Background: an optimization exercise with open tools, aiming at small area, a short achievable clock period and few clock cycles. Do not read the settings as production practice.
Function was checked by simulation only, so behaviour that the tests miss may differ from the original.

==> design/flow/design.v <==
`timescale 1ns/1ps
module urv_fetch 
(
 input 		   clk_i,
 input 		   rst_i,
 input 		   f_stall_i,
 input 		   f_kill_i,
 output [31:0] 	   im_addr_o,
 input [31:0] 	   im_data_i,
 input 		   im_valid_i,
 output reg 	   f_valid_o,
 output [31:0] 	   f_ir_o,
 output reg [31:0] f_pc_o,
 output reg [31:0] f_pc_plus_4_o,
 input [31:0] 	   x_pc_bra_i,
 input 		   x_bra_i
);
   reg [31:0] pc;
   reg [31:0] ir ,ir_prev;
   reg 	      rst_d;
   reg [31:0]  pc_next;
   reg [31:0]  pc_plus_4;
   always@*
     if( x_bra_i )
       pc_next <= x_pc_bra_i;
     else if (!rst_d || f_stall_i || !im_valid_i)
       pc_next <= pc;
     else
       pc_next <= pc_plus_4;
   assign f_ir_o = ir;
   assign im_addr_o = pc_next;
   always@(posedge clk_i)
     if (rst_i) begin
	pc <= 0;
	pc_plus_4 <= 4;
	ir <= 0;
	f_valid_o <= 0;
	rst_d <= 0;
     end else begin
	rst_d <= 1;
	if (!f_stall_i) begin
	   if(im_valid_i)
	     pc_plus_4 <= (x_bra_i ? x_pc_bra_i : pc_plus_4) + 4;
	   pc <= pc_next;
	   f_pc_o <= pc;
	   if(im_valid_i) begin
	      ir <= im_data_i; 
	      f_valid_o <= (rst_d && !f_kill_i);
	   end else begin 
	      f_valid_o <= 0;
	   end
	end 
     end  
endmodule  
`timescale 1ns/1ps
module urv_decode 
(
 input 		   clk_i,
 input 		   rst_i,
 input 		   d_stall_i,
 input 		   d_kill_i,
 output 	   d_stall_req_o,
 input [31:0] 	   f_ir_i,
 input [31:0] 	   f_pc_i,
 input 		   f_valid_i,
 output [4:0] 	   rf_rs1_o,
 output [4:0] 	   rf_rs2_o,
 output 	   x_valid_o,
 output reg [31:0] x_pc_o,
 output [4:0] 	   x_rs1_o,
 output [4:0] 	   x_rs2_o,
 output [4:0] 	   x_rd_o,
 output reg [4:0]  x_shamt_o,
 output reg [2:0]  x_fun_o,
 output [4:0] 	   x_opcode_o,
 output reg 	   x_shifter_sign_o,
 output reg 	   x_is_signed_compare_o,
 output reg 	   x_is_signed_alu_op_o,
 output reg 	   x_is_add_o,
 output 	   x_is_shift_o,
 output reg 	   x_is_load_o,
 output reg 	   x_is_store_o,
 output reg 	   x_is_undef_o,
 output reg [2:0]  x_rd_source_o,
 output 	   x_rd_write_o,
 output reg [11:0] x_csr_sel_o,
 output reg [4:0]  x_csr_imm_o,
 output reg 	   x_is_csr_o,
 output reg 	   x_is_eret_o,
 output reg [31:0] x_imm_o,
 output reg [31:0] x_alu_op1_o,
 output reg [31:0] x_alu_op2_o,
 output reg 	   x_use_op1_o,
 output reg 	   x_use_op2_o,
 output reg [1:0]  x_op1_sel_o,
 output reg [1:0]  x_op2_sel_o
);
   wire [4:0] f_rs1 = f_ir_i[19:15];
   wire [4:0] f_rs2 = f_ir_i[24:20];
   wire [4:0] f_rd = f_ir_i[11:7];
   wire [4:0] d_opcode = f_ir_i[6:2];
   wire [2:0] d_fun = f_ir_i[14:12];
   reg [4:0]  x_rs1;
   reg [4:0]  x_rs2;
   reg [4:0]  x_rd;
   reg [4:0]  x_opcode;
   reg 	      x_valid;
   reg 	      x_is_shift;
   reg 	      x_rd_write;
   assign x_rs1_o = x_rs1;
   assign x_rs2_o = x_rs2;
   assign x_rd_o = x_rd;
   assign x_opcode_o = x_opcode;
   assign rf_rs1_o = f_rs1;
   assign rf_rs2_o = f_rs2;
   reg 	      load_hazard;
   wire d_is_shift = (d_fun == 3'b001 || d_fun == 3'b101) &&
	(d_opcode == 5'b01100 || d_opcode == 5'b00100 );
   reg 	x_is_mul;
   wire d_is_mul = (f_ir_i[25] && d_fun == 3'b000);
   always@*
     if ( x_valid && f_valid_i && ( (f_rs1 == x_rd)  || (f_rs2 == x_rd) ) && (!d_kill_i) )
       begin
	  case (x_opcode)
	    5'b00000:
	      load_hazard <= 1;
	    5'b01100:
	      load_hazard <= x_is_shift | x_is_mul;
	    5'b00100:
	      load_hazard <= x_is_shift;
	    default:
	      load_hazard <= 0;
	  endcase  
       end else
	 load_hazard <= 0;
   reg 	inserting_nop;
   always@(posedge clk_i)
     if(rst_i)
       inserting_nop <= 0;
     else if (!d_stall_i)
       begin
	  if (inserting_nop)
	    inserting_nop <= 0;
	  else
	    inserting_nop <= load_hazard;
       end
   assign d_stall_req_o = load_hazard && !inserting_nop;
   assign x_valid_o = x_valid;
   always@(posedge clk_i)
     if(rst_i || d_kill_i )
       begin
	  x_pc_o <= 0;
	  x_valid <= 0;
       end else if(!d_stall_i) begin
	  x_pc_o <= f_pc_i;
	  if (load_hazard && !inserting_nop)
	    x_valid <= 0;
	  else
	    x_valid <= f_valid_i;
	  x_rs1 <= f_rs1;
	  x_rs2 <= f_rs2;
	  x_rd <= f_rd;
	  x_opcode <= d_opcode;
	  x_shamt_o <= f_ir_i[24:20];
       end
   always@(posedge clk_i)
     if(!d_stall_i)
       case (d_opcode)
	 5'b11011, 5'b11001, 5'b01101, 5'b00101:
	   x_fun_o <= 3'b000;
	 default:
	   x_fun_o <= d_fun;
       endcase  
   always@(posedge clk_i)
     if(!d_stall_i)
       x_shifter_sign_o <= f_ir_i[30];
   wire[31:0] d_imm_i = { {21{ f_ir_i[31] }}, f_ir_i[30:25], f_ir_i[24:21], f_ir_i[20] };
   wire [31:0] d_imm_s = { {21{ f_ir_i[31] }}, f_ir_i[30:25], f_ir_i[11:8], f_ir_i[7] };
   wire [31:0] d_imm_b = { {20{ f_ir_i[31] }}, f_ir_i[7], f_ir_i[30:25], f_ir_i[11:8], 1'b0 };
   wire [31:0] d_imm_u = { f_ir_i[31], f_ir_i[30:20], f_ir_i[19:12], 12'h000 };
   wire [31:0] d_imm_j = { {12{f_ir_i[31]}}, 
			   f_ir_i[19:12], 
			   f_ir_i[20], f_ir_i[30:25], f_ir_i[24:21], 1'b0};
   reg [31:0] d_imm;
   always@*
     case(d_opcode)
       5'b01101, 5'b00101: d_imm <= d_imm_u;
       5'b00100, 5'b00000: d_imm <= d_imm_i;
       5'b01000: d_imm <= d_imm_s;
       5'b11011: d_imm <= d_imm_j;
       5'b11001: d_imm <= d_imm_i;
       5'b11000: d_imm <= d_imm_b;
       default: d_imm <= 32'h0;
     endcase  
   always@(posedge clk_i)
     if(!d_stall_i)
       x_imm_o <= d_imm;
   always@(posedge clk_i)
     if(!d_stall_i)
       begin
	  case (d_opcode)
	    5'b01101, 5'b00101: 
	      begin
		 x_alu_op1_o <= d_imm; 
		 x_use_op1_o <= 1;
	      end
	    5'b11011, 5'b11001:
	      begin
		 x_alu_op1_o <= 4; 
		 x_use_op1_o <= 1;
	      end
	    default:
	      begin
		 x_alu_op1_o <= 32'h0; 
		 x_use_op1_o <= 0;
	      end
	  endcase  
	  case (d_opcode)
	    5'b01101:
	      begin
		 x_alu_op2_o <= 0;
		 x_use_op2_o <= 1;
	      end
	    5'b00101, 5'b11011, 5'b11001:
	      begin
		 x_alu_op2_o <= f_pc_i;
		 x_use_op2_o <= 1;
	      end
	    5'b00100:
	      begin
		 x_alu_op2_o <= d_imm;
		 x_use_op2_o <= 1;
	      end
	    default:
	      begin
		 x_alu_op2_o <= 32'h0; 
		 x_use_op2_o <= 0;
	      end
	  endcase  
       end  
   wire d_rd_nonzero = (f_rd != 0);
   always@(posedge clk_i)
     if(!d_stall_i)
       begin
	  x_is_shift <= d_is_shift;
	  x_is_load_o <= ( d_opcode == 5'b00000 && !load_hazard) ? 1'b1 : 1'b0;
	  x_is_store_o <= ( d_opcode == 5'b01000 && !load_hazard) ? 1'b1 : 1'b0;
	  x_is_mul <= d_is_mul;
	  case (d_opcode)
	    5'b11000:
	      x_is_signed_alu_op_o <= (d_fun == 3'b101 || d_fun == 3'b100);
	    default:
	      x_is_signed_alu_op_o <= (d_fun == 3'b010);
	  endcase  
	  case (d_opcode)
	    5'b01100:
	      x_is_add_o <= ~f_ir_i[30] && !(d_fun == 3'b010 || d_fun == 3'b011);
	    5'b00100:
	      x_is_add_o <= !(d_fun == 3'b010 || d_fun == 3'b011);
	    5'b11000:
	      x_is_add_o <= 0;
	    default:
	      x_is_add_o <= 1;
	  endcase  
	  x_is_undef_o <= (d_opcode == 5'b01100 && f_ir_i[25] && d_fun != 3'b000);
	  if(d_is_shift)
	    x_rd_source_o <= 3'b010;
	  else if (d_opcode == 5'b11100)
	    x_rd_source_o <= 3'b011;
	  else if (d_opcode == 5'b01100 && !d_fun[2] && f_ir_i[25])
	    x_rd_source_o <= 3'b001;
	  else
	    x_rd_source_o <= 3'b000;
	  case (d_opcode)
	    5'b00100, 5'b01100, 5'b11011, 5'b11001, 5'b01101, 5'b00101:
	      x_rd_write <= d_rd_nonzero;
	    5'b11100:
	      x_rd_write <= d_rd_nonzero && (d_fun != 0);  
	    default:
	      x_rd_write <= 0;
	  endcase  
       end  
   always@(posedge clk_i)
	if (!d_stall_i)
	  begin
	     x_csr_imm_o <= f_ir_i[19:15];
	     x_csr_sel_o <= f_ir_i[31:20];
	     x_is_csr_o <= (d_opcode == 5'b11100) && (d_fun != 0);
	     x_is_eret_o <= (d_opcode == 5'b11100) && (d_fun == 0) && (f_ir_i [31:20] == 12'b000100000000);
	  end
   assign x_is_shift_o = x_is_shift;
   assign x_rd_write_o = x_rd_write;
endmodule  
`timescale 1ns/1ps
module urv_regmem
  (
   input 	     clk_i,
   input 	     rst_i,
   input 	     en1_i,
   input [4:0] 	     a1_i,
   output reg [31:0] q1_o,
   input [4:0] 	     a2_i,
   input [31:0]      d2_i,
   input 	     we2_i
   );
   reg [31:0] 	     ram [0:31];
   always@(posedge clk_i)
     if(en1_i)
       q1_o <= (a1_i == 5'd0) ? 32'd0 : ram[a1_i];
   always@(posedge clk_i)
     if(we2_i)
       ram[a2_i] <= d2_i;
endmodule
module urv_regfile
(
 input 	       clk_i,
 input 	       rst_i,
 input 	       d_stall_i,
 input [4:0]   rf_rs1_i,
 input [4:0]   rf_rs2_i,
 input [4:0]   d_rs1_i,
 input [4:0]   d_rs2_i,
 output reg [31:0] x_rs1_value_o,
 output reg [31:0] x_rs2_value_o,
 input [4:0]   w_rd_i,
 input [31:0]  w_rd_value_i,
 input 	       w_rd_store_i,
 input 	       w_bypass_rd_write_i,
 input [31:0]  w_bypass_rd_value_i
 );
   wire [31:0] rs1_regfile;
   wire [31:0] rs2_regfile;
   wire        write  = (w_rd_store_i && (w_rd_i != 0));
   urv_regmem bank0 
     (
      .clk_i(clk_i),
      .rst_i (rst_i ),
      .en1_i(!d_stall_i),
      .a1_i(rf_rs1_i),
      .q1_o(rs1_regfile),
      .a2_i(w_rd_i),
      .d2_i(w_rd_value_i),
      .we2_i (write));
   urv_regmem bank1
     (
      .clk_i(clk_i),
      .rst_i (rst_i ),
      .en1_i(!d_stall_i),
      .a1_i(rf_rs2_i),
      .q1_o(rs2_regfile),
      .a2_i (w_rd_i),
      .d2_i (w_rd_value_i),
      .we2_i (write)
      );
   wire        rs1_bypass_x = w_bypass_rd_write_i && (w_rd_i == d_rs1_i) && (w_rd_i != 0);
   wire        rs2_bypass_x = w_bypass_rd_write_i && (w_rd_i == d_rs2_i) && (w_rd_i != 0);
   reg 	       rs1_bypass_w, rs2_bypass_w;
   always@(posedge clk_i)
     if(rst_i)
       begin
          rs1_bypass_w <= 0;
	  rs2_bypass_w <= 0;
       end else if(!d_stall_i) begin
	  rs1_bypass_w <= write && (rf_rs1_i == w_rd_i);
	  rs2_bypass_w <= write && (rf_rs2_i == w_rd_i);
       end
   reg [31:0] 	  bypass_w;
   always@(posedge clk_i)
     if(write)
       bypass_w <= w_rd_value_i;
   always@*
     begin
	case ( {rs1_bypass_x, rs1_bypass_w } )  
	  2'b10, 2'b11:
	    x_rs1_value_o <= w_bypass_rd_value_i;
	  2'b01:
	    x_rs1_value_o <= bypass_w;
	  default:
	    x_rs1_value_o <= rs1_regfile;
	endcase  
	case ( {rs2_bypass_x, rs2_bypass_w } )  
	  2'b10, 2'b11:
	    x_rs2_value_o <= w_bypass_rd_value_i;
	  2'b01:
	    x_rs2_value_o <= bypass_w;
	  default:
	    x_rs2_value_o <= rs2_regfile;	 
	endcase  
     end  
endmodule  
`timescale 1ns/1ps
module urv_shifter
    (
     input 	       clk_i,
     input 	       rst_i,
     input 	       x_stall_i,
     input 	       d_valid_i,
     input [31:0]      d_rs1_i,
     output reg [31:0] w_rd_o,
     input [4:0]       d_shamt_i,
     input [2:0]       d_fun_i,
     input 	       d_shifter_sign_i,
     input 	       d_is_shift_i
   );
   wire 	 extend_sign = ((d_fun_i == 3'b101) && d_shifter_sign_i) ? d_rs1_i[31] : 1'b0;
   reg [31:0] shift_pre, shift_16, shift_8, s1_out;
   always@*
     begin
	shift_pre <= (d_fun_i == 3'b001) ? { 
		  d_rs1_i[0], d_rs1_i[1], d_rs1_i[2], d_rs1_i[3], d_rs1_i[4], d_rs1_i[5], d_rs1_i[6], d_rs1_i[7], 
		  d_rs1_i[8], d_rs1_i[9], d_rs1_i[10], d_rs1_i[11], d_rs1_i[12], d_rs1_i[13], d_rs1_i[14], d_rs1_i[15], 
		  d_rs1_i[16], d_rs1_i[17], d_rs1_i[18], d_rs1_i[19], d_rs1_i[20], d_rs1_i[21], d_rs1_i[22], d_rs1_i[23], 
		  d_rs1_i[24], d_rs1_i[25], d_rs1_i[26], d_rs1_i[27], d_rs1_i[28], d_rs1_i[29], d_rs1_i[30], d_rs1_i[31] } : d_rs1_i;
	shift_16 <= d_shamt_i[4] ? { {16{extend_sign}}, shift_pre[31:16] } : shift_pre;
	shift_8 <= d_shamt_i[3] ? { {8{extend_sign}}, shift_16[31:8] } : shift_16;
     end
   reg s2_extend_sign;
   reg [4:0] s2_shift;
   reg [2:0] s2_func;
   always@(posedge clk_i)
     if (!x_stall_i)
       begin
	  s2_extend_sign <= extend_sign;
	  s2_shift <= d_shamt_i;
	  s2_func <= d_fun_i;
	  s1_out <= shift_8;
       end
   reg [31:0] shift_4, shift_2, shift_1, shift_post;
   always@*
     begin
	shift_4 <= s2_shift[2] ? { {4{s2_extend_sign}}, s1_out[31:4] } : s1_out;
	shift_2 <= s2_shift[1] ? { {2{s2_extend_sign}}, shift_4[31:2] } : shift_4;
	shift_1 <= s2_shift[0] ? { {1{s2_extend_sign}}, shift_2[31:1] } : shift_2;
	shift_post <= (s2_func == 3'b001) ? { 
		  shift_1[0], shift_1[1], shift_1[2], shift_1[3], shift_1[4], shift_1[5], shift_1[6], shift_1[7], 
		  shift_1[8], shift_1[9], shift_1[10], shift_1[11], shift_1[12], shift_1[13], shift_1[14], shift_1[15], 
		  shift_1[16], shift_1[17], shift_1[18], shift_1[19], shift_1[20], shift_1[21], shift_1[22], shift_1[23], 
		  shift_1[24], shift_1[25], shift_1[26], shift_1[27], shift_1[28], shift_1[29], shift_1[30], shift_1[31] } : shift_1;
     end
   always@*
     w_rd_o <= shift_post;
endmodule  
`timescale 1ns/1ps
module urv_mult18x18
  (
   input 	 clk_i,
   input 	 rst_i,
   input 	 stall_i,
   input [17:0]  x_i,
   input [17:0]  y_i,
   output reg [35:0] q_o
   );
   always@(posedge clk_i)
     if(!stall_i)
       q_o <= x_i * y_i;
endmodule  
module urv_multiply 
  (
   input 	 clk_i,
   input 	 rst_i,
   input 	 x_stall_i,
   input [31:0]  d_rs1_i,
   input [31:0]  d_rs2_i,
   input [2:0] 	 d_fun_i,
   output reg [31:0] w_rd_o
   );
   wire[17:0] xl_u = {1'b0, d_rs1_i[16:0] };
   wire[17:0] yl_u = {1'b0, d_rs2_i[16:0] };
   wire[17:0] xl_s = {d_rs1_i[16], d_rs1_i[16:0] };
   wire[17:0] yl_s = {d_rs2_i[16], d_rs2_i[16:0] };
   wire[17:0] xh = { {3{d_rs1_i[31]}}, d_rs1_i[31:17] };
   wire[17:0] yh = { {3{d_rs2_i[31]}}, d_rs2_i[31:17] };
   wire [35:0] 	     yl_xl, yl_xh, yh_xl;
   urv_mult18x18 mul0 
     (
      .clk_i(clk_i),
      .rst_i(rst_i),
      .stall_i(x_stall_i),
      .x_i(xl_u),
      .y_i(yl_u),
      .q_o(yl_xl)
      );
     urv_mult18x18 mul1
     (
      .clk_i(clk_i),
      .rst_i(rst_i),
      .stall_i(x_stall_i),
      .x_i(xl_s),
      .y_i(yh),
      .q_o(yh_xl)
      );
      urv_mult18x18 mul2
     (
      .clk_i(clk_i),
      .rst_i(rst_i),
      .stall_i(x_stall_i),
      .x_i(yl_s),
      .y_i(xh),
      .q_o(yl_xh)
      );
   always@*
     w_rd_o <= yl_xl + {yl_xh[14:0], 17'h0} + {yh_xl[14:0], 17'h0};
endmodule  
`timescale 1ns/1ps
module urv_csr
  (
   input 	     clk_i,
   input 	     rst_i,
   input 	     x_stall_i,
   input 	     x_kill_i,
   input 	     d_is_csr_i,
   input [2:0] 	     d_fun_i,
   input [4:0] 	     d_csr_imm_i,
   input [11:0]      d_csr_sel_i,
   input [31:0]      d_rs1_i,
   output reg [31:0] x_rd_o,
   input [39:0]      csr_time_i,
   input [39:0]      csr_cycles_i,
   output [31:0]     x_csr_write_value_o,
   input [31:0]      csr_mstatus_i,
   input [31:0]      csr_mip_i,
   input [31:0]      csr_mie_i,
   input [31:0]      csr_mepc_i,
   input [31:0]      csr_mcause_i
   );
   reg [31:0] 	csr_mscratch; 
   reg [31:0] 	csr_in1;
   reg [31:0] 	csr_in2;
   reg [31:0] 	csr_out;
   always@*
     case(d_csr_sel_i)  
       12'hc00: csr_in1 <= csr_cycles_i[31:0];
       12'hc80: csr_in1 <= { 24'h0, csr_cycles_i[39:32] };
       12'hc01: csr_in1 <= csr_time_i[31:0];
       12'hc81: csr_in1 <= { 24'h0, csr_time_i[39:32] };
       12'h340: csr_in1 <= csr_mscratch;
       12'h341: csr_in1 <= csr_mepc_i;
       12'h300: csr_in1 <= csr_mstatus_i;
       12'h342: csr_in1 <= csr_mcause_i;
       12'h344: csr_in1 <= csr_mip_i;
       12'h304: csr_in1 <= csr_mie_i;
       default: csr_in1 <= 32'h0;
     endcase  
   always@*
     x_rd_o <= csr_in1;
   genvar 	i;
   always@*
     case (d_fun_i)
       3'b101,
       3'b110,
       3'b111:
	 csr_in2 <= {27'b0, d_csr_imm_i };
       default:
	 csr_in2 <= d_rs1_i;
     endcase  
   generate
      for (i=0;i<32;i=i+1) 
	begin : gen_csr_bits
	   always@*
	     case(d_fun_i)  
	       3'b101, 
	       3'b001:
		 csr_out[i] <= csr_in2[i];
	       3'b111,
	       3'b011:
		 csr_out[i] <= csr_in2[i] ? 1'b0 : csr_in1[i];
	       3'b110,
	       3'b010:
		 csr_out[i] <= csr_in2[i] ? 1'b1 : csr_in1[i];
	       default:
		 csr_out[i] <= 32'h0;
	     endcase  
	end  
      endgenerate
   always@(posedge clk_i)
     if(rst_i) 
       csr_mscratch <= 0;
     else if(!x_stall_i && !x_kill_i && d_is_csr_i) 
       case (d_csr_sel_i)
	 12'h340: 
	   csr_mscratch <= csr_out;
       endcase  
   assign x_csr_write_value_o = csr_out;
endmodule
`timescale 1ns/1ps
module urv_exceptions
  (
   input 	 clk_i,
   input 	 rst_i,
   input 	 x_stall_i,
   input 	 x_kill_i,
   input 	 d_is_csr_i,
   input 	 d_is_eret_i,
   input [2:0] 	 d_fun_i,
   input [4:0] 	 d_csr_imm_i,
   input [11:0]  d_csr_sel_i,
   input 	 exp_irq_i,
   input 	 exp_tick_i,
   input 	 exp_breakpoint_i,
   input 	 exp_unaligned_load_i,
   input 	 exp_unaligned_store_i,
   input 	 exp_invalid_insn_i,
   input [31:0]  x_csr_write_value_i,
   output 	 x_exception_o,
   input [31:0]  x_exception_pc_i,
   output [31:0] x_exception_pc_o,
   output [31:0] x_exception_vector_o,
   output [31:0] csr_mstatus_o,
   output [31:0] csr_mip_o,
   output [31:0] csr_mie_o,
   output [31:0] csr_mepc_o,
   output [31:0] csr_mcause_o
   );
   reg [31:0] 	 csr_mepc;
   reg [31:0] 	 csr_mie;
   reg 		 csr_ie;
   reg [3:0] 	 csr_mcause;
   reg 		 exception;
   reg [3:0] 	 cause;
   reg [5:0] 	 except_vec_masked;
   assign csr_mcause_o = {28'h0, csr_mcause};
   assign csr_mepc_o = csr_mepc;
   assign csr_mie_o = csr_mie;
   assign csr_mstatus_o[0] = csr_ie;
   assign csr_mstatus_o[31:1] = 0;
   reg [31:0] 	 csr_mip;
   always@*
     begin
	csr_mip <= 0;
	csr_mip[2] <= except_vec_masked[0];
	csr_mip[3] <= except_vec_masked[1];
	csr_mip[4]<= except_vec_masked[2];
	csr_mip[6] <= except_vec_masked[3];
	csr_mip[9] <= except_vec_masked[4];
	csr_mip[10] <= except_vec_masked[5];
     end
   assign csr_mip_o = csr_mip;
   always@(posedge clk_i)
     if (rst_i)
       except_vec_masked <= 0;
     else begin
	if(!x_stall_i && !x_kill_i && d_is_csr_i && d_csr_sel_i == 12'h344) begin
	   except_vec_masked[0] <= x_csr_write_value_i [2];
	   except_vec_masked[1] <= x_csr_write_value_i [3];
	   except_vec_masked[2] <= x_csr_write_value_i [4];
	   except_vec_masked[3] <= x_csr_write_value_i [6];
	   except_vec_masked[4] <= x_csr_write_value_i [9];
	   except_vec_masked[5] <= x_csr_write_value_i [10];
	end else begin
	   if ( exp_invalid_insn_i )
	     except_vec_masked[0] <= 1'b1;
	   if ( exp_breakpoint_i )
	     except_vec_masked[1] <= 1'b1;
	   if ( exp_unaligned_load_i )
	     except_vec_masked[2] <= 1'b1;
	   if ( exp_unaligned_store_i )
	     except_vec_masked[3] <= 1'b1;
	   if ( exp_tick_i )
	     except_vec_masked[4] <= csr_mie[9] & csr_ie;
	   if( exp_irq_i )
	     except_vec_masked[5] <= csr_mie[10] & csr_ie;
	end  
     end  
   always@*
     exception <= |except_vec_masked | exp_invalid_insn_i;
   reg exception_pending;
   assign x_exception_vector_o = 'h8;
   always@*
     if(exp_invalid_insn_i || except_vec_masked[0])
       cause <= 2;
     else if (except_vec_masked[1])
       cause <= 3;
     else if (except_vec_masked[2])
       cause <= 4;
     else if (except_vec_masked[3])
       cause <= 6;
     else if (except_vec_masked[4])
       cause <= 9;
     else
       cause <= 10;
   always@(posedge clk_i)
     if(rst_i) 
       begin
	  csr_mepc <= 0;
	  csr_mie <= 0;
	  csr_ie <= 0;
	  exception_pending <= 0;
       end else if(!x_stall_i && !x_kill_i) begin
	  if ( d_is_eret_i )
	    exception_pending <= 0;
          if ( !exception_pending && exception )
	    begin
	       csr_mepc <= x_exception_pc_i;
	       csr_mcause <= cause;
	       exception_pending <= 1;
	    end 
	  if(d_is_csr_i) begin
	     case (d_csr_sel_i)
	       12'h300: 
		 csr_ie <= x_csr_write_value_i[0];
	       12'h341: 
		 csr_mepc <= x_csr_write_value_i;
	       12'h304:
		 begin
		    csr_mie[2] <= 1;
		    csr_mie[3] <= 1;
		    csr_mie[4] <= 1;
		    csr_mie[6] <= 1;
		    csr_mie[9] <= x_csr_write_value_i [9];
		    csr_mie[10] <= x_csr_write_value_i [10];
		 end
	     endcase  
	  end  
       end  
   assign x_exception_pc_o = csr_mepc;
   assign x_exception_o = exception & !exception_pending;
endmodule  
`timescale 1ns/1ps
module urv_exec
  (
   input 	     clk_i,
   input 	     rst_i,
   input 	     x_stall_i,
   input 	     x_kill_i,
   output reg 	     x_stall_req_o,
   input [31:0]      d_pc_i,
   input [4:0] 	     d_rd_i,
   input [2:0] 	     d_fun_i,
   input [31:0]      rf_rs1_value_i,
   input [31:0]      rf_rs2_value_i,
   input 	     d_valid_i,
   input 	     d_load_hazard_i,
   input [4:0] 	     d_opcode_i,
   input 	     d_shifter_sign_i,
   input 	     d_is_csr_i,
   input 	     d_is_eret_i,
   input [4:0] 	     d_csr_imm_i,
   input [11:0]      d_csr_sel_i,
   input [31:0]      d_imm_i,
   input 	     d_is_signed_compare_i,
   input 	     d_is_signed_alu_op_i,
   input 	     d_is_add_i,
   input 	     d_is_shift_i,
   input 	     d_is_load_i,
   input 	     d_is_store_i,
   input 	     d_is_divide_i,
   input 	     d_is_undef_i,
   input [31:0]      d_alu_op1_i,
   input [31:0]      d_alu_op2_i,
   input 	     d_use_op1_i,
   input 	     d_use_op2_i,
   input [2:0] 	     d_rd_source_i,
   input 	     d_rd_write_i,
   output reg [31:0] f_branch_target_o,
   output 	     f_branch_take_o,
   output 	     w_load_hazard_o,
   input 	     irq_i,
   output reg [2:0 ] w_fun_o,
   output reg 	     w_load_o,
   output reg 	     w_store_o,
   output reg 	     w_valid_o,
   output reg [4:0]  w_rd_o,
   output reg [31:0] w_rd_value_o,
   output reg 	     w_rd_write_o,
   output reg [31:0] w_dm_addr_o,
   output reg [1:0]  w_rd_source_o,
   output [31:0]     w_rd_shifter_o,
   output [31:0]     w_rd_multiply_o,
   output [31:0]     dm_addr_o,
   output [31:0]     dm_data_s_o,
   output [3:0]      dm_data_select_o,
   output 	     dm_store_o,
   output 	     dm_load_o,
   input 	     dm_ready_i,
   input [39:0]      csr_time_i,
   input [39:0]      csr_cycles_i,
   input 	     timer_tick_i
   );
   wire [31:0] 	 rs1, rs2;
   assign rs1 = rf_rs1_value_i;
   assign rs2 = rf_rs2_value_i;
   reg [31:0] 	 alu_op1, alu_op2, alu_result;
   reg [31:0] 	 rd_value;
   reg 		 branch_take;
   reg 		 branch_condition_met;
   reg [31:0] 	 branch_target;
   reg [31:0] 	 dm_addr, dm_data_s, dm_select_s;
   wire [32:0] 	 cmp_op1 = { d_is_signed_alu_op_i ? rs1[31] : 1'b0, rs1 };
   wire [32:0] 	 cmp_op2 = { d_is_signed_alu_op_i ? rs2[31] : 1'b0, rs2 };
   wire [32:0] 	 cmp_rs = cmp_op1 - cmp_op2;
   wire 	 cmp_equal = (cmp_op1 == cmp_op2);
   wire 	 cmp_lt = cmp_rs[32];
   reg 		 f_branch_take;
   wire [31:0] 	 rd_csr;
   wire [31:0] 	 rd_div;
   wire 	 exception;
   wire [31:0] 	 csr_mie, csr_mip, csr_mepc, csr_mstatus,csr_mcause;
   wire [31:0] 	 csr_write_value;
   wire [31:0] 	 exception_address, exception_vector;
   urv_csr csr_regs
     (
      .clk_i(clk_i),
      .rst_i(rst_i),
      .x_stall_i(x_stall_i),
      .x_kill_i(x_kill_i),
      .d_is_csr_i(d_is_csr_i && d_valid_i),
      .d_fun_i(d_fun_i),
      .d_csr_imm_i(d_csr_imm_i),
      .d_csr_sel_i (d_csr_sel_i),
      .d_rs1_i(rs1),
      .x_rd_o(rd_csr),
      .x_csr_write_value_o(csr_write_value),
      .csr_time_i(csr_time_i),
      .csr_cycles_i(csr_cycles_i),
      .csr_mstatus_i(csr_mstatus),
      .csr_mip_i(csr_mip),
      .csr_mie_i(csr_mie),
      .csr_mepc_i(csr_mepc),
      .csr_mcause_i(csr_mcause)
      );
   urv_exceptions exception_unit 
     (
      .clk_i(clk_i),
      .rst_i(rst_i),
      .x_stall_i (x_stall_i),
      .x_kill_i (x_kill_i),
      .d_is_csr_i(d_is_csr_i && d_valid_i),
      .d_is_eret_i (d_is_eret_i && d_valid_i),
      .d_fun_i(d_fun_i),
      .d_csr_imm_i(d_csr_imm_i),
      .d_csr_sel_i(d_csr_sel_i),
      .x_csr_write_value_i(csr_write_value),
      .exp_irq_i(irq_i),
      .exp_tick_i(timer_tick_i),
      .exp_breakpoint_i(1'b0),
      .exp_unaligned_load_i(1'b0),
      .exp_unaligned_store_i(1'b0),
      .exp_invalid_insn_i(d_is_undef_i && !x_stall_i && !x_kill_i && d_valid_i),
      .x_exception_o(exception),
      .x_exception_pc_i(d_pc_i),
      .x_exception_pc_o(exception_address),
      .x_exception_vector_o(exception_vector),
      .csr_mstatus_o(csr_mstatus),
      .csr_mip_o(csr_mip),
      .csr_mie_o(csr_mie),
      .csr_mepc_o(csr_mepc),
      .csr_mcause_o(csr_mcause)
      );
   always@*
     case (d_fun_i)  
       3'b000: branch_condition_met <= cmp_equal;
       3'b001: branch_condition_met <= ~cmp_equal;
       3'b101: branch_condition_met <= ~cmp_lt | cmp_equal;
       3'b100: branch_condition_met <= cmp_lt;
       3'b111: branch_condition_met <= ~cmp_lt | cmp_equal;
       3'b110: branch_condition_met <= cmp_lt;
       default: branch_condition_met <= 0;
     endcase  
   always@*
     dm_addr <=  d_imm_i + ( ( d_opcode_i == 5'b11001 || d_opcode_i == 5'b00000 || d_opcode_i == 5'b01000) ? rs1 : d_pc_i );
   always@*
     if(d_is_eret_i )
       branch_target <= exception_address;
     else if ( exception )
       branch_target <= exception_vector;
     else 
       branch_target <= dm_addr;
   always@*
     begin
	alu_op1 <= d_use_op1_i ? d_alu_op1_i : rs1;
	alu_op2 <= d_use_op2_i ? d_alu_op2_i : rs2;
     end
   wire [32:0] alu_addsub_op1 = {d_is_signed_alu_op_i ? alu_op1[31] : 1'b0, alu_op1 };
   wire [32:0] alu_addsub_op2 = {d_is_signed_alu_op_i ? alu_op2[31] : 1'b0, alu_op2 };
   reg [32:0]  alu_addsub_result;
   always@*
     if(d_is_add_i)
       alu_addsub_result <= alu_addsub_op1 + alu_addsub_op2;
     else
       alu_addsub_result <= alu_addsub_op1 - alu_addsub_op2;
   always@*
     begin
	case (d_fun_i)
	  3'b000:
	    alu_result <= alu_addsub_result[31:0];
	  3'b100: 
	    alu_result <= alu_op1 ^ alu_op2;
	  3'b110: 
	    alu_result <= alu_op1 | alu_op2;
	  3'b111: 
	    alu_result <= alu_op1 & alu_op2;
	  3'b010: 
	    alu_result <= alu_addsub_result[32]?1:0;
	  3'b011: 
	    alu_result <= alu_addsub_result[32]?1:0;
	  default: alu_result <= 32'h0;
	endcase  
     end  
   urv_shifter shifter 
     (
      .clk_i(clk_i),
      .rst_i(rst_i),
      .x_stall_i(x_stall_i),
      .d_valid_i(d_valid_i),
      .d_rs1_i(rs1),
      .d_shamt_i(alu_op2[4:0]),
      .d_fun_i(d_fun_i),
      .d_shifter_sign_i(d_shifter_sign_i),
      .d_is_shift_i(d_is_shift_i),
      .w_rd_o(w_rd_shifter_o)
      );
   wire divider_stall_req = 0;
   urv_multiply multiplier 
     (
      .clk_i(clk_i),
      .rst_i(rst_i),
      .x_stall_i(x_stall_i),
      .d_rs1_i(rs1),
      .d_rs2_i(rs2),
      .d_fun_i(d_fun),
      .w_rd_o (w_rd_multiply_o)
      );
   always@*
     case (d_rd_source_i)
       3'b000: rd_value <= alu_result;
       3'b011: rd_value <= rd_csr;
       default: rd_value <= 32'h0;
     endcase  
   reg unaligned_addr;
   always@*
	case (d_fun_i)
	  3'b000,
	  3'b100: 
	    unaligned_addr <= 0;
	  3'b001,
	    3'b101:
	    unaligned_addr <= (dm_addr[0]);
	  3'b010:
	    unaligned_addr <= (dm_addr[1:0] != 2'b00);
	  default:
	    unaligned_addr <= 0;
	endcase  
   always@*
     begin
	case (d_fun_i)
	  3'b000: 
	    begin
	       dm_data_s <= { rs2[7:0], rs2[7:0], rs2[7:0], rs2[7:0] };
	       dm_select_s[0] <= (dm_addr [1:0] == 2'b00);
	       dm_select_s[1] <= (dm_addr [1:0] == 2'b01);
	       dm_select_s[2] <= (dm_addr [1:0] == 2'b10);
	       dm_select_s[3] <= (dm_addr [1:0] == 2'b11);
	    end
	  3'b001:
	    begin
	       dm_data_s <= { rs2[15:0], rs2[15:0] };
	       dm_select_s[0] <= (dm_addr [1] == 1'b0);
	       dm_select_s[1] <= (dm_addr [1] == 1'b0);
	       dm_select_s[2] <= (dm_addr [1] == 1'b1);
	       dm_select_s[3] <= (dm_addr [1] == 1'b1);
	    end
	  3'b010:
	    begin
	       dm_data_s <= rs2;
	       dm_select_s <= 4'b1111;
	    end
	  default:
	    begin
	       dm_data_s <= 32'h0;
	       dm_select_s <= 4'h0;
	    end
	endcase  
     end
   always@*
     if( exception || d_is_eret_i)
       branch_take <= 1;
     else
       case (d_opcode_i)
	 5'b11011, 5'b11001: 
	   branch_take <= 1;
	 5'b11000:
	   branch_take <= branch_condition_met;
	 default: 
	   branch_take <= 0;
       endcase  
   assign dm_addr_o = dm_addr;
   assign dm_data_s_o = dm_data_s;
   assign dm_data_select_o = dm_select_s;
   assign dm_load_o =  d_is_load_i & d_valid_i & !x_kill_i & !x_stall_i & !exception;
   assign dm_store_o = d_is_store_i & d_valid_i & !x_kill_i & !x_stall_i & !exception;
   always@(posedge clk_i) 
     if (rst_i) begin
	f_branch_take   <= 0;
	w_load_o <= 0;
	w_store_o <= 0;
	w_valid_o <= 0;
     end else if (!x_stall_i) begin
	f_branch_target_o <= branch_target;
	f_branch_take <= branch_take && !x_kill_i && d_valid_i;
	w_rd_o <= d_rd_i;
	w_rd_value_o <= rd_value;
	w_rd_write_o <= d_rd_write_i && !x_kill_i && d_valid_i && !exception;
	w_load_o <= d_is_load_i && !x_kill_i && d_valid_i && !exception;
	w_store_o <= d_is_store_i && !x_kill_i && d_valid_i && !exception;
	w_rd_source_o <= d_rd_source_i;
	w_fun_o <= d_fun_i;
	w_dm_addr_o <= dm_addr;
	w_valid_o <= !exception; 
     end  
   assign f_branch_take_o = f_branch_take;
   always@*
     if(f_branch_take)
       x_stall_req_o <= 0;
     else if(divider_stall_req)
       x_stall_req_o <= 1;
     else if ((d_is_load_i || d_is_store_i) && d_valid_i && !x_kill_i && !dm_ready_i)
       x_stall_req_o <= 1;
     else
       x_stall_req_o <= 0;
endmodule  
`timescale 1ns/1ps
module urv_writeback
  (
   input 	     clk_i,
   input 	     rst_i,
   input 	     w_stall_i,
   output 	     w_stall_req_o,
   input [2:0] 	     x_fun_i,
   input 	     x_load_i,
   input 	     x_store_i,
   input [31:0]      x_dm_addr_i,
   input [4:0] 	     x_rd_i,
   input [31:0]      x_rd_value_i,
   input 	     x_rd_write_i,
   input 	     x_valid_i,
   input [31:0]      x_shifter_rd_value_i,
   input [31:0]      x_multiply_rd_value_i,
   input [1:0] 	     x_rd_source_i,
   input [31:0]      dm_data_l_i,
   input 	     dm_load_done_i,
   input 	     dm_store_done_i,
   output [31:0]     rf_rd_value_o,
   output [4:0]      rf_rd_o,
   output 	     rf_rd_write_o
   );
   reg [31:0] 	 load_value;
   always@*
     begin
	case (x_fun_i)
	  3'b000:
	    case ( x_dm_addr_i [1:0] )
	      2'b00:  load_value <= {{24{dm_data_l_i[7]}}, dm_data_l_i[7:0] };
	      2'b01:  load_value <= {{24{dm_data_l_i[15]}}, dm_data_l_i[15:8] };
	      2'b10:  load_value <= {{24{dm_data_l_i[23]}}, dm_data_l_i[23:16] };
	      2'b11:  load_value <= {{24{dm_data_l_i[31]}}, dm_data_l_i[31:24] };
	      default: load_value <= 32'h0;
	    endcase  
	  3'b100:
	    case ( x_dm_addr_i [1:0] )
	      2'b00:  load_value <= {24'h0, dm_data_l_i[7:0] };
	      2'b01:  load_value <= {24'h0, dm_data_l_i[15:8] };
	      2'b10:  load_value <= {24'h0, dm_data_l_i[23:16] };
	      2'b11:  load_value <= {24'h0, dm_data_l_i[31:24] };
	      default: load_value <= 32'h0;
	    endcase  
	  3'b001:
	    case ( x_dm_addr_i [1:0] )
	      2'b00, 2'b01: load_value <= {{16{dm_data_l_i[15]}}, dm_data_l_i[15:0] };
	      2'b10, 2'b11: load_value <= {{16{dm_data_l_i[31]}}, dm_data_l_i[31:16] };
	      default: load_value <= 32'h0;
	    endcase  
	  3'b101:
	    case ( x_dm_addr_i [1:0] )
	      2'b00, 2'b01:  load_value <= {16'h0, dm_data_l_i[15:0] };
	      2'b10, 2'b11:  load_value <= {16'h0, dm_data_l_i[31:16] };
	      default: load_value <= 32'h0;
	    endcase  
	  3'b010: load_value <= dm_data_l_i;
	  default: load_value <= 32'h0;
	endcase  
     end  
   reg rf_rd_write;
   reg [31:0] rf_rd_value;
   always@*
     if( x_load_i )
       rf_rd_value <= load_value;
     else if ( x_rd_source_i == 3'b010 )
       rf_rd_value <= x_shifter_rd_value_i;
     else if ( x_rd_source_i == 3'b001 )
       rf_rd_value <= x_multiply_rd_value_i;
     else
       rf_rd_value <= x_rd_value_i;
   always@*
     if (w_stall_i)
       rf_rd_write <= 0;
     else if (x_load_i && dm_load_done_i)
       rf_rd_write <= x_valid_i;
     else
       rf_rd_write <= x_rd_write_i & x_valid_i;
   assign rf_rd_write_o = rf_rd_write;
   assign rf_rd_value_o = rf_rd_value;
   assign rf_rd_o = x_rd_i;
   assign w_stall_req_o = x_valid_i && ((x_load_i && !dm_load_done_i) || (x_store_i && !dm_store_done_i));
endmodule  
`timescale 1ns/1ps
module urv_timer
  (
   input 	 clk_i,
   input 	 rst_i,
   output [39:0] csr_time_o,
   output [39:0] csr_cycles_o,
   output 	 sys_tick_o
   );
   parameter g_timer_frequency = 1000;
   parameter g_clock_frequency = 62500000;
   localparam g_prescaler = (g_clock_frequency / g_timer_frequency ) - 1;
   reg [23:0] 	 presc;
   reg 		 presc_tick;
   reg [39:0] 	 cycles;
   reg [39:0] 	 ticks;
   always@(posedge clk_i)
     if(rst_i)
       begin
	  presc <= 0;
	  presc_tick <= 0;
       end else begin
	  if(presc == g_prescaler) begin
	     presc <= 0;
	     presc_tick <= 1;
	  end else begin
	     presc_tick <= 0;
	     presc <= presc + 1;
	  end  
       end  
   always @(posedge clk_i)
     if (rst_i)
       ticks <= 0;
     else if (presc_tick)
       ticks <= ticks + 1;
   always @(posedge clk_i)
     if (rst_i)
       cycles <= 0;
     else
       cycles <= cycles + 1;
   assign csr_time_o = ticks;
   assign csr_cycles_o = cycles;
   assign sys_tick_o = presc_tick;
endmodule  
`timescale 1ns/1ps
module urv_cpu
  #(
    parameter g_timer_frequency = 1000,
    parameter g_clock_frequency = 100000000,
    parameter g_with_hw_divide = 0,
    parameter g_with_hw_debug = 0,
    parameter g_debug_breakpoints = 6
   ) 
   (
   input 	 clk_i,
   input 	 rst_i,
   input 	 irq_i,
   output [31:0] im_addr_o,
   input [31:0]  im_data_i,
   input 	 im_valid_i,
   output [31:0] dm_addr_o,
   output [31:0] dm_data_s_o,
   input [31:0]  dm_data_l_i,
   output [3:0]  dm_data_select_o,
   input 	 dm_ready_i,
   output 	 dm_store_o,
   output 	 dm_load_o,
   input 	 dm_load_done_i,
   input 	 dm_store_done_i 
   );
   wire 	 f_stall;
   wire 	 w_stall;
   wire 	 x_stall;
   wire 	 x_kill;
   wire 	 f_kill;
   wire 	 d_stall;
   wire 	 d_kill;
   wire 	 d_stall_req;
   wire 	 w_stall_req;
   wire 	 x_stall_req;
   wire [31:0] 	 x2f_pc_bra;
   wire 	 x2f_bra;
   wire [31:0] 	 f2d_pc, f2d_ir;
   wire 	 f2d_ir_valid;
   wire 	 f2d_valid;
   wire [4:0] 	 rf_rs1, rf_rs2;
   wire [4:0] 	 rf_rd;
   wire [31:0] 	 rf_rd_value;
   wire 	 rf_rd_write;
   wire 	 d2x_valid;
   wire [31:0] 	 d2x_pc;
   wire [4:0] 	 d2x_rs1;
   wire [4:0] 	 d2x_rs2;
   wire [4:0] 	 d2x_rd;
   wire [4:0] 	 d2x_shamt;
   wire [2:0] 	 d2x_fun;
   wire [4:0] 	 d2x_opcode;
   wire 	 d2x_shifter_sign;
   wire 	 d2x_is_load, d2x_is_store, d2x_is_undef;
   wire [31:0] 	 d2x_imm;
   wire 	 d2x_is_signed_compare;
   wire 	 d2x_is_signed_alu_op;
   wire 	 d2x_is_add_o;
   wire 	 d2x_is_shift_o;
   wire [2:0] 	 d2x_rd_source;
   wire 	 d2x_rd_write;
   wire [11:0] 	 d2x_csr_sel;
   wire [4:0] 	 d2x_csr_imm;
   wire 	 d2x_is_csr, d2x_is_eret, d2x_csr_load_en;
   wire [31:0] 	 d2x_alu_op1, d2x_alu_op2;
   wire  	 d2x_use_op1, d2x_use_op2;
   wire [4:0] 	 x2w_rd;
   wire [31:0] 	 x2w_rd_value;
   wire [31:0] 	 x2w_rd_shifter;
   wire [31:0] 	 x2w_rd_multiply;
   wire [31:0] 	 x2w_dm_addr;
   wire 	 x2w_rd_write;
   wire [2:0] 	 x2w_fun;
   wire 	 x2w_store;
   wire 	 x2w_load;
   wire [1:0] 	 x2w_rd_source;
   wire 	 x2w_valid;
   wire [31:0] 	 x_rs2_value, x_rs1_value;
   wire [31:0] 	 rf_bypass_rd_value = rf_rd_value;  
   wire  	 rf_bypass_rd_write = rf_rd_write && !x2w_load;  
   wire [39:0] 	 csr_time, csr_cycles;
   urv_fetch fetch
     (
      .clk_i(clk_i),
      .rst_i(rst_i),
      .im_addr_o(im_addr_o),
      .im_data_i(im_data_i),
      .im_valid_i(im_valid_i),
      .f_stall_i(f_stall),
      .f_kill_i(f_kill),
      .f_valid_o(f2d_valid),
      .f_ir_o(f2d_ir),
      .f_pc_o(f2d_pc),
      .x_pc_bra_i(x2f_pc_bra),
      .x_bra_i(x2f_bra)
      );
   urv_decode decode
     (
      .clk_i(clk_i),
      .rst_i(rst_i),
      .d_stall_i(d_stall),
      .d_kill_i(d_kill),
      .d_stall_req_o(d_stall_req),
      .f_ir_i(f2d_ir),
      .f_pc_i(f2d_pc),
      .f_valid_i(f2d_valid),
      .rf_rs1_o(rf_rs1),
      .rf_rs2_o(rf_rs2),
      .x_valid_o(d2x_valid),
      .x_pc_o(d2x_pc),
      .x_rs1_o(d2x_rs1),
      .x_rs2_o(d2x_rs2),
      .x_imm_o(d2x_imm),
      .x_rd_o(d2x_rd),
      .x_shamt_o(d2x_shamt),
      .x_fun_o(d2x_fun),
      .x_opcode_o(d2x_opcode),
      .x_shifter_sign_o(d2x_shifter_sign),
      .x_is_signed_compare_o(d2x_is_signed_compare),
      .x_is_signed_alu_op_o(d2x_is_signed_alu_op),
      .x_is_add_o(d2x_is_add),
      .x_is_shift_o(d2x_is_shift),
      .x_is_load_o(d2x_is_load),
      .x_is_store_o(d2x_is_store),
      .x_is_undef_o(d2x_is_undef),
      .x_rd_source_o(d2x_rd_source),
      .x_rd_write_o(d2x_rd_write),
      .x_csr_sel_o (d2x_csr_sel),
      .x_csr_imm_o (d2x_csr_imm),
      .x_is_csr_o (d2x_is_csr),
      .x_is_eret_o (d2x_is_eret),
      .x_alu_op1_o(d2x_alu_op1),
      .x_alu_op2_o(d2x_alu_op2),
      .x_use_op1_o(d2x_use_op1),
      .x_use_op2_o(d2x_use_op2)
      );
   urv_regfile regfile
     (
      .clk_i(clk_i),
      .rst_i(rst_i),
      .d_stall_i(d_stall),
      .rf_rs1_i(rf_rs1),
      .rf_rs2_i(rf_rs2),
      .d_rs1_i(d2x_rs1),
      .d_rs2_i(d2x_rs2),
      .x_rs1_value_o(x_rs1_value),
      .x_rs2_value_o(x_rs2_value),
      .w_rd_i(rf_rd),
      .w_rd_value_i(rf_rd_value),
      .w_rd_store_i(rf_rd_write),
      .w_bypass_rd_write_i(rf_bypass_rd_write),
      .w_bypass_rd_value_i(rf_bypass_rd_value)
      );
   urv_exec execute
     (
      .clk_i(clk_i),
      .rst_i(rst_i),
      .irq_i ( irq_i ),
      .x_stall_i(x_stall),
      .x_kill_i(x_kill),
      .x_stall_req_o(x_stall_req),
      .rf_rs1_value_i(x_rs1_value),
      .rf_rs2_value_i(x_rs2_value),
      .d_valid_i(d2x_valid),
      .d_is_csr_i ( d2x_is_csr ),
      .d_is_eret_i ( d2x_is_eret ),
      .d_csr_imm_i ( d2x_csr_imm ),
      .d_csr_sel_i (d2x_csr_sel),
      .d_pc_i(d2x_pc),
      .d_rd_i(d2x_rd),
      .d_fun_i(d2x_fun),
      .d_imm_i(d2x_imm),
      .d_is_signed_compare_i(d2x_is_signed_compare),
      .d_is_signed_alu_op_i(d2x_is_signed_alu_op),
      .d_is_add_i(d2x_is_add),
      .d_is_shift_i(d2x_is_shift),
      .d_is_load_i(d2x_is_load),
      .d_is_store_i(d2x_is_store),
      .d_is_undef_i(d2x_is_undef),
      .d_alu_op1_i(d2x_alu_op1),
      .d_alu_op2_i(d2x_alu_op2),
      .d_use_op1_i(d2x_use_op1),
      .d_use_op2_i(d2x_use_op2),
      .d_rd_source_i(d2x_rd_source),
      .d_rd_write_i(d2x_rd_write), 
      .d_opcode_i(d2x_opcode),
      .d_shifter_sign_i(d2x_shifter_sign),
      .f_branch_target_o (x2f_pc_bra),  
      .f_branch_take_o (x2f_bra),
      .w_fun_o(x2w_fun),
      .w_load_o(x2w_load),
      .w_store_o(x2w_store),
      .w_valid_o(x2w_valid),
      .w_dm_addr_o(x2w_dm_addr),
      .w_rd_o(x2w_rd),
      .w_rd_value_o(x2w_rd_value),
      .w_rd_write_o(x2w_rd_write),
      .w_rd_source_o ( x2w_rd_source),
      .w_rd_shifter_o ( x2w_rd_shifter),
      .w_rd_multiply_o ( x2w_rd_multiply),
      .dm_addr_o(dm_addr_o),
      .dm_data_s_o(dm_data_s_o),
      .dm_data_select_o(dm_data_select_o),
      .dm_store_o(dm_store_o),
      .dm_load_o(dm_load_o),
      .dm_ready_i(dm_ready_i),
      .csr_time_i (csr_time),
      .csr_cycles_i (csr_cycles),
      .timer_tick_i (sys_tick)
   );
   urv_writeback writeback
     (
      .clk_i(clk_i),
      .rst_i(rst_i),
      .w_stall_i(w_stall),
      .w_stall_req_o(w_stall_req),
      .x_fun_i(x2w_fun),
      .x_load_i(x2w_load),
      .x_store_i(x2w_store),
      .x_valid_i(x2w_valid),
      .x_rd_i(x2w_rd),
      .x_rd_source_i(x2w_rd_source),
      .x_rd_value_i(x2w_rd_value),
      .x_rd_write_i(x2w_rd_write),
      .x_shifter_rd_value_i ( x2w_rd_shifter),
      .x_multiply_rd_value_i ( x2w_rd_multiply),
      .x_dm_addr_i(x2w_dm_addr),
      .dm_data_l_i(dm_data_l_i),
      .dm_load_done_i(dm_load_done_i),
      .dm_store_done_i(dm_store_done_i),
      .rf_rd_value_o(rf_rd_value),
      .rf_rd_o(rf_rd),
      .rf_rd_write_o(rf_rd_write)
   );
   urv_timer 
     #(
       .g_timer_frequency(g_timer_frequency),
       .g_clock_frequency(g_clock_frequency)
       ) 
   ctimer 
     (
      .clk_i(clk_i),
      .rst_i(rst_i),
      .csr_time_o(csr_time),
      .csr_cycles_o(csr_cycles),
      .sys_tick_o(sys_tick)
      );
   reg 		 x2f_bra_d0, x2f_bra_d1;
   always@(posedge clk_i)
     if(rst_i) begin
	x2f_bra_d0 <= 0;
	x2f_bra_d1 <= 0;
     end else if (!x_stall) begin
	x2f_bra_d0 <= x2f_bra;
	x2f_bra_d1 <= x2f_bra_d0;
     end
   assign f_stall = x_stall_req || w_stall_req || d_stall_req;
   assign x_stall = x_stall_req || w_stall_req;
   assign d_stall = x_stall_req || w_stall_req;
   assign w_stall = 0;
   assign x_kill = x2f_bra || x2f_bra_d0 || x2f_bra_d1;
   assign d_kill = x2f_bra || x2f_bra_d0;
   assign f_kill = x2f_bra;
endmodule  
==> design/flow/run.sh <==
#!/bin/bash
# synth_recipe.tcl (not shown) runs the flow's synth.tcl, then flattens the netlist and writes it again
# the make line also repeats each setting of config.mk as NAME=value (left out here)
make -C /OpenROAD-flow-scripts/flow DESIGN_CONFIG=/design/flow/config.mk WORK_HOME=/design/flow/orfs CLKGATE_MAP_FILE= SYNTH_SCRIPT=/design/flow/synth_recipe.tcl finish
==> design/flow/config.mk <==
export PLATFORM = sky130hd
export DESIGN_NAME = urv_cpu
export DESIGN_NICKNAME = urv_cpu
export VERILOG_FILES = /design/flow/design.v
export SDC_FILE = /design/flow/constraint.sdc
export NUM_CORES = 4
export LEC_CHECK = 0
export CAP_MARGIN = 20
export CORE_MARGIN = 2
export CORE_UTILIZATION = 40
export SLEW_MARGIN = 20
==> design/flow/constraint.sdc <==
create_clock -name core_clock -period 16.0 [get_ports {clk_i}]
set_input_delay 3.2000 -clock core_clock [delete_from_list [all_inputs] [get_ports {clk_i}]]
set_output_delay 3.2000 -clock core_clock [all_outputs]
set_load 0.01 [all_outputs]
==> flow_summary.yaml <==
detailed_routing:
  drt-initial-drc-count: 9992
  via_count: 79209
  wirelength_um: 398900
  first_pass_iters: 6
  ant_nets: 0
  drc: 0
  routedWlPerCell_um: 30.96
  vias_per_cell: 6.147
floorplanning:
  core-area_sq_um: 271000
  initial_core_util: 0.4025
  num_rows: 191
  die_height_um: 526.2
  dieArea_sq_um: 276900
  io_pins: 173
  die_x_um: 526.2
grt:
  grt_overflow: 0
  grt_pass1_wl_um: 565800
  grt_use_met2: 0.4367
  grt_usage: 0.2831
  use_met1: 0.3708
  grt_start_max_net_pins: 113
  top_usage_layer: "met2"
  antenna_found_initial: 33
  first_global_vias: 77582
  use_met3: 0.06137
clock_tree:
  clk_latency_ns: 0.90
  ctsHtreeMaxLevel: 4
  cts-resized-gates: 0
  cts.sinks: 1802
  cts.clk_slew.worst_paths_ns: 0.06
  clock_tree.buffer_depth: 3
  cts_root_buf: "clkbuf_16"
  hold_buffers: 0
  tritoncts: "yes"
  postCtsSetupBuffers: 0
  numCtsBuffers: 193
power_and_ir_drop:
  power.total_mw: 18.86
  ir_drop_mv: 0.1629
  power.internal_mw: 11.50
  p_sw_mw: 7.360
  seq_power_share: 0.331
  p_sw_frac: 0.3903
  power.leakage_nw: 44.63
  p_comb_frac: 0.426
  clkPwrFrac: 0.243
  p_per_area_nw_per_um2: 154.2
cells_and_area:
  drive_gt1_frac: 0.1535
  fillerInstances: 24468
  final_core_utilization: 0.4514
  nNetsFinal: 9954
  area_delta_synth_final_pct: 12.14
outcome:
  status: "finished clean"
sta:
  worst_pin_slew_ns: 1.218
  fin_skew_ns: 0.09995
  max_freq_mhz: 75.79
  slew_headroom: 0.1818
  maxSlewViolCount: 0
  setup_viol: 0
  rsz0062_at_grt: "false"
  fin_crit_sh: 0.8247
  period_needed_ns: 13.19
  timing.setup.tns_ns: 0
  finalHoldViolCount: 0
place:
  place_congestion: 1.003
  portBuffers: 170
  hpwlAfterDp_um: 270400
critical_path:
  worst-path-buf-inv: 5
  cp_slowest_cell: "o21ai_0"
  worst-endpoint-required_ns: 12.80
  path_delay_family: "compound AO/OA/AOI/OAI gates"
  path_common_cell: "o21ai_0"
  arrival_ns: 9.99
  cp_slowest_stage_delay_ns: 0.85
  criticalPathCategory: "primary input to output port"
  critPathCaptureType: "output port"
  critPathLaunchType: "primary input"
  crit_fanout: 10
logic_synthesis:
  netlist_instances: 9035
  yosysMostFrequentCell: "edfxtp_1"
  syn_area_per_cell_sq_um: 12.07
  synthDominantCellAreaShare: 0.4085
  yosys-top-cells-area: "edfxtp_1, mux4_2, fa_1"
  synth-edff-count: 1484
  syn_area_sq_um: 109100
  yosysWarnings: 18
  ys_seq_area_frac: 0.4669
  synth-main-ff-cell: "edfxtp_1"
  synthArstFlopShare: 0
  netlist.top_cell.by_area: "edfxtp_1"
  synthTopCellsByCount: "edfxtp_1, nand2_1, nor2_1"
  synth_cell_types: 112
  yosys_register_bits: 1802
flow_run:
  maxCapViolCount: 0
min_path:
  min_path_type: "flip-flop to flip-flop"
[layout by cell type (no fill, tap or decap), types with 26 or more instances in the layout]
| cell type | n |
|---|---|
| and2_1 | 65 |
| mux2i_1 | 217 |
| o211ai_1 | 46 |
| nor2_4 | 36 |
| nand2_1 | 1040 |
| buf_4 | 244 |
| xnor2_1 | 213 |
| and3_1 | 54 |
| o22ai_1 | 26 |
| nand4_1 | 50 |
| a21o_1 | 90 |
| mux2_2 | 41 |
| o21ai_0 | 372 |
| o21a_1 | 50 |
| a31oi_1 | 37 |
| clkbuf_1 | 40 |
| clkdlybuf4s50_1 | 169 |
| ha_1 | 374 |
| nand2b_1 | 28 |
| clkinv_1 | 47 |
| nand3_1 | 105 |
| a22o_1 | 54 |
| inv_1 | 662 |
| clkinv_2 | 40 |
| nor3_1 | 72 |
| xor2_1 | 122 |
| nor2b_1 | 50 |
| nand3b_1 | 26 |
| mux4_2 | 668 |
| nor2_1 | 715 |
| a22oi_1 | 90 |
| edfxtp_1 | 1484 |
| or3_1 | 39 |
| a211oi_1 | 68 |
| fa_1 | 376 |
| conb_1 | 43 |
| clkbuf_16 | 195 |
| dfxtp_1 | 305 |
| a21oi_1 | 465 |
[routing by layer]
| metal | wire [um] | share of wire |
|---|---|---|
| met1 | 152200 | 0.38 |
| met2 | 181600 | 0.46 |
| met3 | 40240 | 0.10 |
| met4 | 24640 | 0.062 |
| met5 | 138 | 0.00035 |
[kinds of logic (layout without fill, tap and decap cells)]
kind of cell | count (synthesis) | in the layout | share of synthesized area
AND/OR/NAND/NOR | 2387 | 2387 | 0.09549
flip-flops | 1802 | 1802 | 0.4669
AO/OA/AOI/OAI | 1568 | 1568 | 0.09113
buffers and inverters | 1256 | 1473 | 0.04414
multiplexers | 932 | 932 | 0.1628
adder cells (fa/ha/maj) | 751 | 751 | 0.1120
XOR/XNOR | 338 | 338 | 0.02752
other | 1 | 64 | 0.00003438
[area by class of cell]
type	count	area, sq um	area share
Clock inverter	116	1330	0.01087
Antenna cell	21	52.55	0.0004296
Clock buffer	241	5112	0.04179
Tap cell	3570	4467	0.03652
Timing Repair Buffer	423	3727	0.03047
Sequential cell	1802	50970	0.4167
Multi-Input combinational cell	6019	54060	0.4419
Inverter	693	2609	0.02133
[power groups by stage]
stage	registers (mW)	clock network (mW)	logic [mW]
floorplan	6.19	0	5.06
global placement	6.33	0	7.70
detailed placement	6.33	0	7.76
CTS	6.24	4.65	7.87
global route	6.27	4.81	8.64
finish	6.25	4.58	8.03
[sequential cells by signal, indices dropped and copies added, names as in the netlist, 32 cells and up]
signal / flops
execute.csr_regs.csr_mscratch: 32
decode.x_alu_op2_o: 32
fetch.pc_plus_4: 32
execute.shifter.s1_out: 32
fetch.f_pc_o: 32
execute.exception_unit.csr_mepc: 32
execute.w_rd_value_o: 32
ctimer.ticks: 40
execute.multiplier.mul0.q_o: 32
regfile.bank1.ram: 1024
regfile.bank0.q1_o: 32
execute.f_branch_target_o: 32
ctimer.cycles: 40
fetch.pc: 32
regfile.bypass_w: 32
regfile.bank1.q1_o: 32
decode.x_alu_op1_o: 32
decode.x_imm_o: 32
decode.x_pc_o: 32
[path summary, 6_finish.rpt]
path,start,endpoint,slack (ns),cells after the start
worst max-delay path,dm_data_l_i[24],dm_addr_o[28],2.81,25
worst min-delay path,fetch.pc[3]$_SDFFE_PP0N_,fetch.f_pc_o[3]$_DFFE_PP_,0.43,0
worst max register to register,execute.shifter.s2_shift[2]$_DFFE_PN_,execute.multiplier.mul0.q_o[31]$_DFFE_PN_,5.46,29
worst min register to register,fetch.pc[3]$_SDFFE_PP0N_,fetch.f_pc_o[3]$_DFFE_PP_,0.43,0
[worst register-to-register path, delay by kind of cell, from the launching register on]
kind	cells	cell delay, ns
muxes	1	0.59
and+or+nand+nor	4	0.83
adders and majority gates	7	3.30
buffers and inverters	6	1.94
AOI/OAI and AO/OA	10	3.16
DFF	1	0.35
xor gates and xnor gates	1	0.12
[through the flow]
stage               setup slack [ns]  hold WS (ns)  instance area [sq um]  cells
detailed placement             2.879        0.4479                 115700  12502
CTS                            2.839        0.4419                 122100  12859
global placement               2.910        0.4420                 115700  12502
global route                   2.456        0.4650                 122300  12867
floorplan                      3.082        0.4064                 109200   9077
finish                         2.805        0.4270                 122300  12885
Testbench counts, summed over its fixed seeds: cycles 115,147.

## separate check: timing with driven ports
How much do the figures lean on ideal ports? The routed layout below was timed once more, with nothing changed but the port constraints. Step 1, drivers: a clkbuf_16 drives clk_i and a buf_2 each remaining input, both assumed. Step 2 also shifts input and output timing later by t, the mid clock arrival at the registers, as if the neighbouring blocks saw the same clock. Three values: no drivers, after step 1, after step 2; two values: the first two.
shift t [ns]: 0.941
setup WS [ns]: 2.805 / 2.768 / 2.768
worst slew at a driven data input, ns: 0.05
pins driven straight from the clock port: 1
After both steps setup and hold are still met in this run. For this run, drivers alone change the setup slack by -0.037 ns; drivers and shift together by -0.037 ns.
